Background: an optimization exercise with open tools, aiming at small area. Do not read the settings as production practice.
The RTL was checked by simulation tests, not by an equivalence proof against the original design.
The clock port is modelled as an ideal driver, which makes a skipped or thinned clock tree look cheaper than it is; a real chip needs a root buffer or a tree.
Power figures rest on the tool's default switching activity, not on a simulated workload.

blue:
Design cs42448, start of the top module:
module cs42448 #(
	parameter clk_freq = 12288,
	parameter i2c_bps = 400000,
	parameter startup_frames = 512,
	parameter startup_frames2 = 32
)(
	input				sys_clk,
	input				sys_nrst,
	output				CS42xx8_DAC_SDOUT0,
	output				CS42xx8_DAC_SDOUT1,
	output				CS42xx8_DAC_SDOUT2,
	output				CS42xx8_DAC_SDOUT3,
	output				CS42xx8_DAC_SCLK,
	output				CS42xx8_DAC_LRCK,
	input				CS42xx8_ADC_SDIN0,
	input				CS42xx8_ADC_SDIN1,
	input				CS42xx8_ADC_SDIN2,
	output				CS42xx8_ADC_SCLK,
	output				CS42xx8_ADC_LRCK,
	output				CS42xx8_MCLK_EN,
	output				CS42xx8_SCL,
	input				CS42xx8_SDA_I,
	output				CS42xx8_SDA_O,
	output				CS42xx8_SDA_OE,
	output				CS42xx8_nRST
);
	wire	[5 : 0]		ph;
	wire				all_ready;
	wire				all_ready2;
	cs42448_iic #(
		.startup_frames		(startup_frames),
		.startup_frames2	(startup_frames2)
	) cs42448_u0 (
		.sys_clk		(sys_clk),
		.sys_nrst		(sys_nrst),
		.ph				(ph),
		.all_ready		(all_ready),
		.all_ready2		(all_ready2),
		.cs_mclk_rdy	(CS42xx8_MCLK_EN),
		.cs_nrst		(CS42xx8_nRST),
		.scl			(CS42xx8_SCL),
		.sda_i			(CS42xx8_SDA_I),
		.sda_o			(CS42xx8_SDA_O),
		.sda_oe			(CS42xx8_SDA_OE)
	);
	wire	dout0, dout1, dout2;
	cs42448_adc cs42448_adc_u0 (
  ...
==> module cs42448_iic, before the edit <==
module cs42448_iic #(
	parameter startup_frames = 512,
	parameter startup_frames2 = 32
)(
	input				sys_clk,
	input				sys_nrst,
	output	[5 : 0]		ph,
	output				all_ready,
	output				all_ready2,
	output				cs_mclk_rdy,
	output				cs_nrst,
	output				scl,
	input				sda_i,
	output				sda_o,
	output				sda_oe
);
	reg		[5 : 0]		ph_r;
	always@(posedge sys_clk)begin
		if(!sys_nrst)
			ph_r <= 6'd34;
		else
			ph_r <= ph_r + 6'd1;
	end
	assign ph = ph_r;
	wire	frame_end = (ph_r == 6'd33);
	localparam	[3 : 0]	F0 = 4'd0, F1 = 4'd1, F2 = 4'd2, F3 = 4'd3, F4 = 4'd4,
					F5 = 4'd5, F6 = 4'd6, F7 = 4'd7, F8 = 4'd8, F9 = 4'd12,
					F10 = 4'd13, F11 = 4'd15;
	reg		[3 : 0]		fsm;
	reg					ld;
	reg					mclk_r;
	wire				ready;
	reg		[9 : 0]		cnt;
	wire	st0 = (fsm == F0);
	wire	st7 = (fsm == F7);
	wire	st9 = fsm[3] & fsm[2];
	wire	last_wr = (cnt[4 : 0] == 5'd23);
	wire	last_rd = (cnt[4 : 0] == 5'd21);
	always@(posedge sys_clk)begin
		if(!sys_nrst)
			cnt <= 10'd1;
		else begin
			case(fsm)
				F0: if(frame_end) cnt <= cnt + 10'd1;
				F2: if(ready) cnt <= cnt + 10'd1;
				F4: if(ready) cnt <= last_wr ? 10'd1 : cnt + 10'd1;
				F6: if(ready) cnt <= last_rd ? 10'd1 : cnt + 10'd1;
				F7: cnt <= cnt + 10'd1;
				F8: cnt <= 10'd0;
				F9, F10, F11: if(frame_end) cnt <= cnt + 10'd1;
				default: ;
			endcase
		end
	end
	wire	[4 : 0]		ptr = (st7 | fsm[3]) ? 5'd2 : cnt[4 : 0];
	assign all_ready = (fsm == F10) | (fsm == F11);
	assign all_ready2 = (fsm == F11);
	always@(posedge sys_clk)begin
		if(!sys_nrst)begin
			fsm <= F0;
			ld <= 1'b0;
			mclk_r <= 1'b0;
		end else begin
			case(fsm)
				F0: begin
					if(frame_end && cnt[6])
						fsm <= F1;
				end
				F1: begin
					ld <= 1'b1;
					if(!ready)
						fsm <= F2;
				end
				F2: begin
					ld <= 1'b0;
					if(ready)
						fsm <= F3;
				end
				F3: begin
					ld <= 1'b1;
					if(!ready)
						fsm <= F4;
				end
				F4: begin
					ld <= 1'b0;
					if(ready)
						fsm <= last_wr ? F5 : F3;
				end
				F5: begin
					ld <= 1'b1;
					if(!ready)
						fsm <= F6;
				end
				F6: begin
					ld <= 1'b0;
					if(ready)
						fsm <= last_rd ? F7 : F5;
				end
				F7: begin
					if(cnt[6])begin
						ld <= 1'b1;
						mclk_r <= 1'b1;
					end
					if(!ready)
						fsm <= F8;
				end
				F8: begin
					ld <= 1'b0;
					if(ready)
						fsm <= F9;
				end
				F9: begin
					if(cnt[9])
						fsm <= F10;
				end
				F10: begin
					if(cnt[5])
						fsm <= F11;
				end
				default: ;
			endcase
		end
	end
	assign cs_nrst = !st0;
	assign cs_mclk_rdy = mclk_r;
	wire	rw = (fsm == F1) | (fsm == F2) | (fsm == F5) | (fsm == F6);
	reg		[7 : 0]		cfg_byte;
	always@(*)begin
		cfg_byte = 8'h00;
		if(fsm == F3 || fsm == F4)begin
			case(ptr)
				5'd2: cfg_byte = 8'h01;
				5'd3: cfg_byte = 8'hF0;
				5'd4: cfg_byte = 8'h49;
				default: cfg_byte = 8'h00;
			endcase
		end
	end
	cs42448_i2cm i2cm_u0 (
		.sys_clk	(sys_clk),
		.sys_nrst	(sys_nrst),
		.ld			(ld),
		.rw			(rw),
		.ptr		(ptr),
		.cfg_byte	(cfg_byte),
		.ready		(ready),
		.scl		(scl),
		.sda_i		(sda_i),
		.sda_o		(sda_o),
		.sda_oe		(sda_oe)
	);
endmodule
export LEC_CHECK = 0
export CAP_MARGIN = 20
export CORE_MARGIN = 2
export CORE_UTILIZATION = 60
export SLEW_MARGIN = 20
create_clock -name core_clock -period 10.0 [get_ports {sys_clk}]
standard.sh (not shown) runs the stock make flow with config.mk's settings and CLKGATE_MAP_FILE= SYNTH_SCRIPT=/design/flow/synth_recipe.tcl, a recipe that flattens the netlist after the stock synthesis.
==> flow/flow/run.sh <==
#!/bin/bash
# Own layout flow: the standard ORFS flow (standard.sh) with
#  - an area-oriented ABC mapping script in synthesis (registers unchanged),
#  - single-drive port buffers,
#  - a one-level clock tree built in the CTS step's PRE hook (optional).
set -euo pipefail
here=$(pwd)
flowdir=$here/flow

# ORFS scripts with the ABC area script replaced
rm -rf "$here/orfs_scripts"
cp -r "$FLOW_HOME/scripts" "$here/orfs_scripts"
cat > "$here/orfs_scripts/abc_area.script" <<'ABC'
strash
dc2
dch -f
amap
topo
dnsize
strash
dc2
dch -f
amap
topo
dnsize
ABC
export SCRIPTS_DIR=$here/orfs_scripts
export ABC_AREA=1
export BUFFER_PORTS_ARGS="-buffer_cell sky130_fd_sc_hd__buf_1"

MODE=manual
if [[ $MODE == manual ]]; then
  export MTREE_TCL=$flowdir/mtree.tcl
  export MTREE_K=${MTREE_K:-5}
  export MTREE_BUF=${MTREE_BUF:-sky130_fd_sc_hd__clkbuf_16}
  export MTREE_ROOT=${MTREE_ROOT:-sky130_fd_sc_hd__clkbuf_4}
  export PRE_CTS_TCL=$flowdir/pre_cts.tcl
else
  export CTS_ARGS="-sink_clustering_enable -repair_clock_nets -buf_list sky130_fd_sc_hd__clkbuf_8 -dont_use_dummy_load"
fi

bash standard.sh > standard.log 2>&1
Other scripts of this flow, unchanged in this note and not shown: flow/flow/mtree.tcl, flow/flow/pre_cts.tcl
Here is what was changed in the inputs of red compared with blue.
-- flow/design.v --
<<< blue, line 85
	wire	frame_end = (ph_r == 6'd33);
	localparam	[3 : 0]	F0 = 4'd0, F1 = 4'd1, F2 = 4'd2, F3 = 4'd3, F4 = 4'd4,
					F5 = 4'd5, F6 = 4'd6, F7 = 4'd7, F8 = 4'd8, F9 = 4'd12,
					F10 = 4'd13, F11 = 4'd15;
	reg		[3 : 0]		fsm;
	reg					ld;
>>> red, line 85
	wire	frame_end = (ph_r == 6'd33);
	localparam	[3 : 0]	F0 = 4'd0, F1 = 4'd1, F2 = 4'd2, F3 = 4'd3, F4 = 4'd4,
					F5 = 4'd5, F6 = 4'd6, F7 = 4'd7, F8 = 4'd8, F9 = 4'd9;
	reg		[3 : 0]		fsm;
	reg					ld;
<<< blue, line 92
	wire				ready;
	reg		[9 : 0]		cnt;
	wire	st0 = (fsm == F0);
	wire	st7 = (fsm == F7);
	wire	st9 = fsm[3] & fsm[2];
	wire	last_wr = (cnt[4 : 0] == 5'd23);
	wire	last_rd = (cnt[4 : 0] == 5'd21);
>>> red, line 91
	wire				ready;
	reg		[9 : 0]		cnt;
	reg					rdy1;
	reg					rdy2;
	wire	st0 = (fsm == F0);
	wire	st7 = (fsm == F7);
	wire	st9 = (fsm == F9);
	wire	last_wr = (cnt[4 : 0] == 5'd23);
	wire	last_rd = (cnt[4 : 0] == 5'd21);
<<< blue, line 108
				F7: cnt <= cnt + 10'd1;
				F8: cnt <= 10'd0;
				F9, F10, F11: if(frame_end) cnt <= cnt + 10'd1;
				default: ;
			endcase
		end
	end
	wire	[4 : 0]		ptr = (st7 | fsm[3]) ? 5'd2 : cnt[4 : 0];
	assign all_ready = (fsm == F10) | (fsm == F11);
	assign all_ready2 = (fsm == F11);
	always@(posedge sys_clk)begin
		if(!sys_nrst)begin
>>> red, line 109
				F7: cnt <= cnt + 10'd1;
				F8: cnt <= 10'd0;
				F9: if(frame_end) cnt <= cnt + 10'd1;
				default: ;
			endcase
		end
	end
	wire	[4 : 0]		ptr = (st7 | (fsm == F8) | st9) ? 5'd2 : cnt[4 : 0];
	always@(posedge sys_clk)begin
		if(!sys_nrst)begin
			rdy1 <= 1'b0;
			rdy2 <= 1'b0;
		end else begin
			rdy1 <= rdy1 | cnt[9];
			rdy2 <= rdy2 | (cnt[9] & cnt[5]);
		end
	end
	assign all_ready = rdy1;
	assign all_ready2 = rdy2;
	always@(posedge sys_clk)begin
		if(!sys_nrst)begin
<<< blue, line 169
					if(ready)
						fsm <= F9;
				end
				F9: begin
					if(cnt[9])
						fsm <= F10;
				end
				F10: begin
					if(cnt[5])
						fsm <= F11;
				end
				default: ;
>>> red, line 179
					if(ready)
						fsm <= F9;
				end
				default: ;
Notes after the runs:
- Taking blue as the reference, in red tap cell count ~0 delta, synthesized cell count rose by 6.
- Side by side, relative contribution of the clock network to total power turned out higher in red than in blue.
- Against blue as the reference, red delivers a lower total power after layout.
- Diff red and blue: register-to-register setup slack lower in red
- Post-synth design cell area in red is 0.62% above blue.
- When red is measured against blue, its count of distinct cell types in the synthesized netlist turns out 5.4% lower.
- From blue to red the numbers moved as follows: post-route non-filler standard cell count went up, arrival time at the worst endpoint went down, hold slack did not really move, worst setup slack went up.
- Compared to blue, red has cell area about 0.6% higher.
- Lower wire length goes to blue over red.
- blue has a lower upper clock frequency limit than red.
No run of this note takes its clock network from TritonCTS; it comes from the design's own scripts or RTL.

## what the ideal ports hide
No port has a modelled driver above. Below, the same layouts with a new extraction and two added sets of constraints.
Step 1 sets driving cells, clkbuf_16 on the clock port and buf_2 on the other inputs (assumed; they add their load-dependent delay and slew).
Step 2 times the ports against the registers' clock, not the clock port: input delays grow and output delays shrink by t, the midpoint of the rising clock arrivals with the driver on.
Three values: no drivers, after step 1, after step 2; two values: the first two.
run	shift t [ns]	setup slack, ns	clock arrival spread, ns
blue	0.473	5.262 / 5.233 / 5.706	0.015 / 0.015
red	0.464	5.334 / 5.309 / 5.772	0.013 / 0.013
After both steps setup and hold are still met in every run listed.
